Background: an optimization exercise with open tools, aiming at a short achievable clock period and few clock cycles. Do not read the settings as production practice.
Power is estimated from default activity; no workload was simulated.

job 101:
==> flow/design.v <==
module ksadd #(parameter N = 32)
             (input  [N-1:0] a, b,
              input          ci,
              output [N-1:0] y,
              output         co);
   localparam L = $clog2(N);
   wire [N*(L+1)-1:0] g, p;
   wire [N-1:0]       x = a ^ b;
   assign g[N-1:0] = (a & b) | {{(N-1){1'b0}}, x[0] & ci};
   assign p[N-1:0] = x;
   genvar i, j;
   generate
      for (i = 0; i < L; i = i + 1) begin : lvl
         for (j = 0; j < N; j = j + 1) begin : bt
            if (j >= (1 << i)) begin : m
               assign g[(i+1)*N+j] = g[i*N+j] | (p[i*N+j] & g[i*N+j-(1<<i)]);
               assign p[(i+1)*N+j] = p[i*N+j] & p[i*N+j-(1<<i)];
            end else begin : c
               assign g[(i+1)*N+j] = g[i*N+j];
               assign p[(i+1)*N+j] = p[i*N+j];
            end
         end
      end
   endgenerate
   assign y  = x ^ {g[L*N +: N-1], ci};
   assign co = g[L*N+N-1];
endmodule
module mips(input         clk, reset,
            output [31:0] pc,
            input  [31:0] instr,
            output        memwrite,
            output [31:0] memaddr,
            output [31:0] memwritedata,
            input  [31:0] memreaddata);
   reg  [31:0] pc_r;
   reg  [31:0] ras;
   reg         fd_valid;
   reg  [31:0] fd_instr, fd_pcp4, fd_next, fd_s, fd_t;
   reg  [31:0] fd_pc;
   reg         fd_pred, fd_ftk;
   reg  [4:0]  fd_dst;
   reg         fd_wr, fd_br, fd_bne, fd_jr, fd_jal, fd_lw, fd_sw, fd_useimm;
   reg         fd_inv, fd_and, fd_or, fd_slt;
   reg         fd_es, fd_ws, fd_xs, fd_et, fd_wt, fd_xt;
   reg         de_wr, de_load, de_mw, de_br, de_jr;
   reg         de_bne, de_pred, de_inv, de_and, de_or, de_slt, de_fa, de_fb;
   reg  [4:0]  de_dst;
   reg  [31:0] de_a, de_bx, de_sd, de_addr, de_alt;
   reg         w_wr, x_wr;
   reg  [4:0]  w_dst, x_dst;
   reg  [31:0] w_res, x_res;
   assign pc = pc_r;
   wire [31:0] f_pcp4 = pc_r + 32'd4;
   wire [5:0]  f_op   = instr[31:26];
   wire [4:0]  f_rs   = instr[25:21];
   wire [4:0]  f_rt   = instr[20:16];
   wire [4:0]  f_rd   = instr[15:11];
   wire [5:0]  f_fn   = instr[5:0];
   wire        f_r    = (f_op == 6'h00);
   wire        f_j    = (f_op == 6'h02);
   wire        f_jal  = (f_op == 6'h03);
   wire        f_beq  = (f_op == 6'h04);
   wire        f_bne  = (f_op == 6'h05);
   wire        f_jr   = f_r & (f_fn == 6'h08);
   wire        f_same = (f_rs == f_rt);
   wire        f_bpred = (f_beq & f_same) | (f_bne & ~f_same);
   reg  [7:0]  btb_v;
   reg  [26:0] btb_tag [0:7];
   reg  [29:0] btb_tgt [0:7];
   wire [2:0]  f_bi   = pc_r[4:2];
   wire        f_hit  = btb_v[f_bi] & (btb_tag[f_bi] == pc_r[31:5]);
   wire [31:0] f_btgt = {btb_tgt[f_bi], 2'b00};
   wire [31:0] f_jtgt = {f_pcp4[31:28], instr[25:0], 2'b00};
   wire        f_taken = f_j | f_jal | f_jr | (f_bpred & f_hit);
   wire [31:0] f_tgt   = f_jr ? ras : (f_j | f_jal) ? f_jtgt : f_btgt;
   wire [31:0] f_next  = f_taken ? f_tgt : f_pcp4;
   wire        f_add_r = f_r & ((f_fn == 6'h20) | (f_fn == 6'h21));
   wire        f_sub_r = f_r & ((f_fn == 6'h22) | (f_fn == 6'h23));
   wire        f_and_r = f_r & (f_fn == 6'h24);
   wire        f_or_r  = f_r & (f_fn == 6'h25);
   wire        f_slt_r = f_r & (f_fn == 6'h2A);
   wire        f_alur  = f_add_r | f_sub_r | f_and_r | f_or_r | f_slt_r;
   wire        f_addi  = (f_op == 6'h08) | (f_op == 6'h09);
   wire        f_ori   = (f_op == 6'h0D);
   wire        f_lui   = (f_op == 6'h0F);
   wire        f_lw    = (f_op == 6'h23);
   wire        f_sw    = (f_op == 6'h2B);
   wire [4:0]  f_dst   = f_alur ? f_rd : f_jal ? 5'd31 : f_rt;
   wire        f_wr    = (f_alur | f_addi | f_ori | f_lui | f_lw | f_jal) &
                         (f_dst != 5'd0);
   reg  [31:0] rf [1:31];
   wire [31:0] f_rfs = (f_rs == 5'd0) ? 32'd0 : rf[f_rs];
   wire [31:0] f_rft = (f_rt == 5'd0) ? 32'd0 : rf[f_rt];
   wire        f_es = fd_valid & fd_wr & (fd_dst == f_rs);
   wire        f_ws = de_wr & (de_dst == f_rs);
   wire        f_xs = w_wr & (w_dst == f_rs);
   wire        f_et = fd_valid & fd_wr & (fd_dst == f_rt);
   wire        f_wt = de_wr & (de_dst == f_rt);
   wire        f_xt = w_wr & (w_dst == f_rt);
   wire [15:0] imm = fd_instr[15:0];
   wire [31:0] d_s = fd_ws ? w_res : fd_xs ? x_res : fd_s;
   wire [31:0] d_t = fd_wt ? w_res : fd_xt ? x_res : fd_t;
   wire [31:0] d_imm = fd_jal ? 32'd0 :
                       fd_instr[28] ? (fd_instr[27] ? {imm, 16'd0} : {16'd0, imm}) :
                       {{16{imm[15]}}, imm};
   wire [31:0] d_a   = fd_jal ? fd_pcp4 : d_s;
   wire [31:0] d_b   = fd_useimm ? d_imm : d_t;
   wire [31:0] e_res;
   wire [31:0] d_sd  = fd_et ? e_res : d_t;
   wire [15:0] d_alo;
   wire        d_aco;
   ksadd #(16) d_aadd(.a(d_s[15:0]), .b(imm), .ci(1'b0), .y(d_alo), .co(d_aco));
   wire [15:0] d_ahi  = d_s[31:16];
   wire [15:0] d_ahin = d_ahi + 16'd1;
   wire [15:0] d_ahde = d_ahi - 16'd1;
   wire [31:0] d_addr = {(imm[15] == d_aco) ? d_ahi : d_aco ? d_ahin : d_ahde,
                         d_alo};
   wire        d_stall = fd_valid & (fd_lw | fd_sw) & fd_es;
   wire        s_f = ~fd_ws & ~fd_xs;
   wire        t_f = ~fd_wt & ~fd_xt;
   wire        s_x = ~fd_ws & fd_xs;
   wire        t_x = ~fd_wt & fd_xt;
   wire        q_ff = (fd_s == fd_t);
   wire        q_fw = (fd_s == w_res);
   wire        q_fx = (fd_s == x_res);
   wire        q_wf = (w_res == fd_t);
   wire        q_xf = (x_res == fd_t);
   wire        q_wx = (w_res == x_res);
   wire        d_eq = s_f ? (t_f ? q_ff : fd_wt ? q_fw : q_fx) :
                      fd_ws ? (t_f ? q_wf : fd_wt ? 1'b1 : q_wx) :
                              (t_f ? q_xf : fd_wt ? q_wx : 1'b1);
   wire        d_late  = fd_es | (fd_et & fd_br);
   wire        d_taken = d_late ? fd_pred : (fd_bne ? ~d_eq : d_eq);
   wire [29:0] d_btgt30;
   wire        d_bco;
   ksadd #(30) d_badd(.a(fd_pcp4[31:2]), .b({{14{imm[15]}}, imm}), .ci(1'b0),
                      .y(d_btgt30), .co(d_bco));
   wire [31:0] d_btgt = {d_btgt30, fd_pcp4[1:0]};
   wire        j_f = (fd_s == fd_next);
   wire        j_w = (w_res == fd_next);
   wire        j_x = (x_res == fd_next);
   wire        d_jok = fd_ws ? j_w : fd_xs ? j_x : j_f;
   wire        d_redir = fd_valid &
                         ((fd_br & (d_taken ^ fd_ftk)) |
                          (fd_jr & ~d_late & ~d_jok));
   wire [31:0] d_tgt   = fd_jr ? d_s : d_taken ? d_btgt : fd_pcp4;
   wire [31:0] d_alt   = fd_jr ? fd_next : fd_pred ? fd_pcp4 : d_btgt;
   wire [31:0] e_a   = de_fa ? w_res : de_a;
   wire [31:0] e_bx  = de_fb ? (de_inv ? ~w_res : w_res) : de_bx;
   wire [31:0] e_sum;
   wire        e_co;
   ksadd #(32) e_add(.a(e_a), .b(e_bx), .ci(de_inv), .y(e_sum), .co(e_co));
   wire        e_lt  = (e_a[31] == e_bx[31]) ? e_a[31] : e_sum[31];
   wire [31:0] e_alu = de_and ? (e_a & e_bx) :
                       de_or  ? (e_a | e_bx) :
                       de_slt ? {31'd0, e_lt} : e_sum;
   assign e_res = de_load ? memreaddata : e_alu;
   wire        e_eq    = (e_a == e_bx);
   wire        e_taken = de_bne ? ~e_eq : e_eq;
   wire        e_redir = (de_br & (e_taken != de_pred)) |
                         (de_jr & (e_a != de_alt));
   wire [31:0] e_tgt   = de_jr ? e_a : de_alt;
   assign memwrite     = de_mw;
   assign memaddr      = de_addr;
   assign memwritedata = de_sd;
   wire        f_kill = e_redir | d_redir;
   wire        d_go   = fd_valid & ~e_redir & ~d_stall;
   wire        d_bw   = fd_valid & fd_br & fd_pred;
   always @(posedge clk, posedge reset)
     if (reset) begin
        pc_r     <= 32'd0;
        ras      <= 32'd0;
        btb_v    <= 8'd0;
        fd_valid <= 1'b0;
     end else begin
        if (e_redir)
          pc_r <= e_tgt;
        else if (d_redir)
          pc_r <= d_tgt;
        else if (!d_stall)
          pc_r <= f_next;
        if (!d_stall & f_jal)
          ras <= f_pcp4;
        if (d_bw)
          btb_v[fd_pc[4:2]] <= 1'b1;
        if (f_kill)
          fd_valid <= 1'b0;
        else if (!d_stall)
          fd_valid <= 1'b1;
     end
   always @(posedge clk) begin
      if (!d_stall) begin
         fd_instr  <= instr;
         fd_pcp4   <= f_pcp4;
         fd_next   <= f_next;
         fd_pc     <= pc_r;
         fd_pred   <= f_bpred;
         fd_ftk    <= f_taken;
         fd_dst    <= f_dst;
         fd_wr     <= f_wr;
         fd_br     <= f_beq | f_bne;
         fd_bne    <= f_bne;
         fd_jr     <= f_jr;
         fd_jal    <= f_jal;
         fd_lw     <= f_lw;
         fd_sw     <= f_sw;
         fd_useimm <= f_addi | f_ori | f_lui | f_jal;
         fd_inv    <= f_sub_r | f_slt_r;
         fd_and    <= f_and_r;
         fd_or     <= f_or_r | f_ori | f_jal;
         fd_slt    <= f_slt_r;
         fd_s      <= f_rfs;
         fd_t      <= f_rft;
         fd_es     <= f_es;
         fd_ws     <= f_ws;
         fd_xs     <= f_xs;
         fd_et     <= f_et;
         fd_wt     <= f_wt;
         fd_xt     <= f_xt;
      end else begin
         fd_s      <= d_s;
         fd_t      <= d_t;
         fd_es     <= 1'b0;
         fd_ws     <= fd_es;
         fd_xs     <= 1'b0;
         fd_et     <= 1'b0;
         fd_wt     <= fd_et;
         fd_xt     <= 1'b0;
      end
   end
   always @(posedge clk, posedge reset)
     if (reset) begin
        de_wr   <= 1'b0;
        de_load <= 1'b0;
        de_mw   <= 1'b0;
        de_br   <= 1'b0;
        de_jr   <= 1'b0;
        w_wr    <= 1'b0;
        x_wr    <= 1'b0;
     end else begin
        de_wr   <= d_go & fd_wr;
        de_load <= d_go & fd_lw;
        de_mw   <= d_go & fd_sw;
        de_br   <= d_go & fd_br & d_late;
        de_jr   <= d_go & fd_jr & d_late;
        w_wr    <= de_wr;
        x_wr    <= w_wr;
     end
   always @(posedge clk) begin
      de_bne  <= fd_bne;
      de_pred <= fd_pred;
      de_inv  <= fd_inv;
      de_and  <= fd_and;
      de_or   <= fd_or;
      de_slt  <= fd_slt;
      de_fa   <= fd_es & ~fd_jal;
      de_fb   <= fd_et & ~fd_useimm;
      de_dst  <= fd_dst;
      de_a    <= d_a;
      de_bx   <= fd_inv ? ~d_b : d_b;
      de_sd   <= d_sd;
      de_addr <= d_addr;
      de_alt  <= d_alt;
      w_dst   <= de_dst;
      w_res   <= e_res;
      x_dst   <= w_dst;
      x_res   <= w_res;
      if (w_wr)
        rf[w_dst] <= w_res;
      if (d_bw) begin
         btb_tag[fd_pc[4:2]] <= fd_pc[31:5];
         btb_tgt[fd_pc[4:2]] <= d_btgt[31:2];
      end
   end
endmodule  
==> flow/config.mk <==
export PLATFORM = sky130hd
export DESIGN_NAME = mips
export DESIGN_NICKNAME = mips
export VERILOG_FILES = /design/flow/design.v
export SDC_FILE = /design/flow/constraint.sdc
export NUM_CORES = 4
export LEC_CHECK = 0
export ABC_CLOCK_PERIOD_IN_PS = 3000
export CAP_MARGIN = 20
export CORE_MARGIN = 2
export CORE_UTILIZATION = 55
export SLEW_MARGIN = 20
export TNS_END_PERCENT = 5
==> flow/constraint.sdc <==
create_clock -name core_clock -period 10.0 [get_ports {clk}]
set_input_delay 2.0000 -clock core_clock [delete_from_list [all_inputs] [get_ports {clk}]]
set_output_delay 2.0000 -clock core_clock [all_outputs]
set_load 0.01 [all_outputs]
standard.sh (not shown) runs the stock make flow with config.mk's settings and CLKGATE_MAP_FILE= SYNTH_SCRIPT=/design/flow/synth_recipe.tcl, a recipe that flattens the netlist after the stock synthesis.
==> flow/flow/run.sh <==
#!/bin/bash
# The standard layout, with these changes to how it is made:
#  - adders are left to ABC instead of being mapped to adder cells first;
#  - the port buffers are buf_4 cells instead of the delay-type cell that
#    buffer_ports picks by default (every port still gets its buffer);
set -euo pipefail
bash standard.sh ADDER_MAP_FILE= \
  "BUFFER_PORTS_ARGS=-buffer_cell sky130_fd_sc_hd__buf_4" \
  SETUP_SLACK_MARGIN=6.8 finish > standard.log 2>&1
--- input diff job 101..job 102 ---
-- flow/design.v --
<<< job 101, line 72
   wire [31:0] f_btgt = {btb_tgt[f_bi], 2'b00};
   wire [31:0] f_jtgt = {f_pcp4[31:28], instr[25:0], 2'b00};
   wire        f_taken = f_j | f_jal | f_jr | (f_bpred & f_hit);
   wire [31:0] f_tgt   = f_jr ? ras : (f_j | f_jal) ? f_jtgt : f_btgt;
   wire [31:0] f_next  = f_taken ? f_tgt : f_pcp4;
>>> job 102, line 72
   wire [31:0] f_btgt = {btb_tgt[f_bi], 2'b00};
   wire [31:0] f_jtgt = {f_pcp4[31:28], instr[25:0], 2'b00};
   wire        f_taken = f_j | f_jal | f_jr | f_hit;
   wire [31:0] f_tgt   = f_jr ? ras : (f_j | f_jal) ? f_jtgt : f_btgt;
   wire [31:0] f_next  = f_taken ? f_tgt : f_pcp4;
<<< job 101, line 180
        else if (!d_stall)
          pc_r <= f_next;
        if (!d_stall & f_jal)
          ras <= f_pcp4;
        if (d_bw)
          btb_v[fd_pc[4:2]] <= 1'b1;
>>> job 102, line 180
        else if (!d_stall)
          pc_r <= f_next;
        if (fd_valid & fd_jal)
          ras <= fd_pcp4;
        if (d_bw)
          btb_v[fd_pc[4:2]] <= 1'b1;
### Flow results
- Job 102 has part of the power in combinational logic above what job 101 had.
- The final critical-path setup slack in job 102 sits 110 ps above the value recorded for job 101.
- Changes observed in job 102 relative to job 101: adder and majority cell fraction of the synthesized area comparable, synthesized-area fraction occupied by ao, oa, aoi and oai cells now larger, placed instance count now larger, post-CTS setup buffer count now larger, number of nets in the synthesized netlist now larger.
- On die area: between job 102 and job 101, it ends up higher for job 102.
- Between job 101 and job 102, average vias per placed instance increased.
- Looking at origin of the worst setup path, the instr[28] result is from job 101; the w_res[22]$_DFF_P_ one comes from job 102.
- Against job 101, the final cell area of job 102 is higher.
No functional check of the RTL was part of any run of this note.

-- re-timing with driven ports --
In the flow no input, the clock included, has a driving cell. The finished layouts below were timed again as built, in two steps. Step 1, drivers: a clkbuf_16 drives clk and a buf_2 each remaining input, both assumed. Step 2 adds t to the input delays and takes it off the output delays; t is the mean of the earliest and latest rising clock arrival at the registers after step 1. Input paths then give back, and output paths get back, about the clock's delay inside the block. Three values: ideal ports, drivers, drivers and shift; two values: the first two.
run | t, ns | slack for setup (ns) | worst setup path after step 2 | clock arrival spread, ns | cell pins on the clock port's net
job 101 | 0.957 | 5.853 / 5.772 / 4.816 | input to register | 0.055 / 0.055 | 1
job 102 | 0.969 | 5.960 / 5.960 / 5.054 | input to register | 0.051 / 0.052 | 1
After both steps setup and hold are still met in every run listed. For job 101, which loses most, drivers alone change the setup slack by -0.081 ns; drivers and shift together by -1.037 ns.
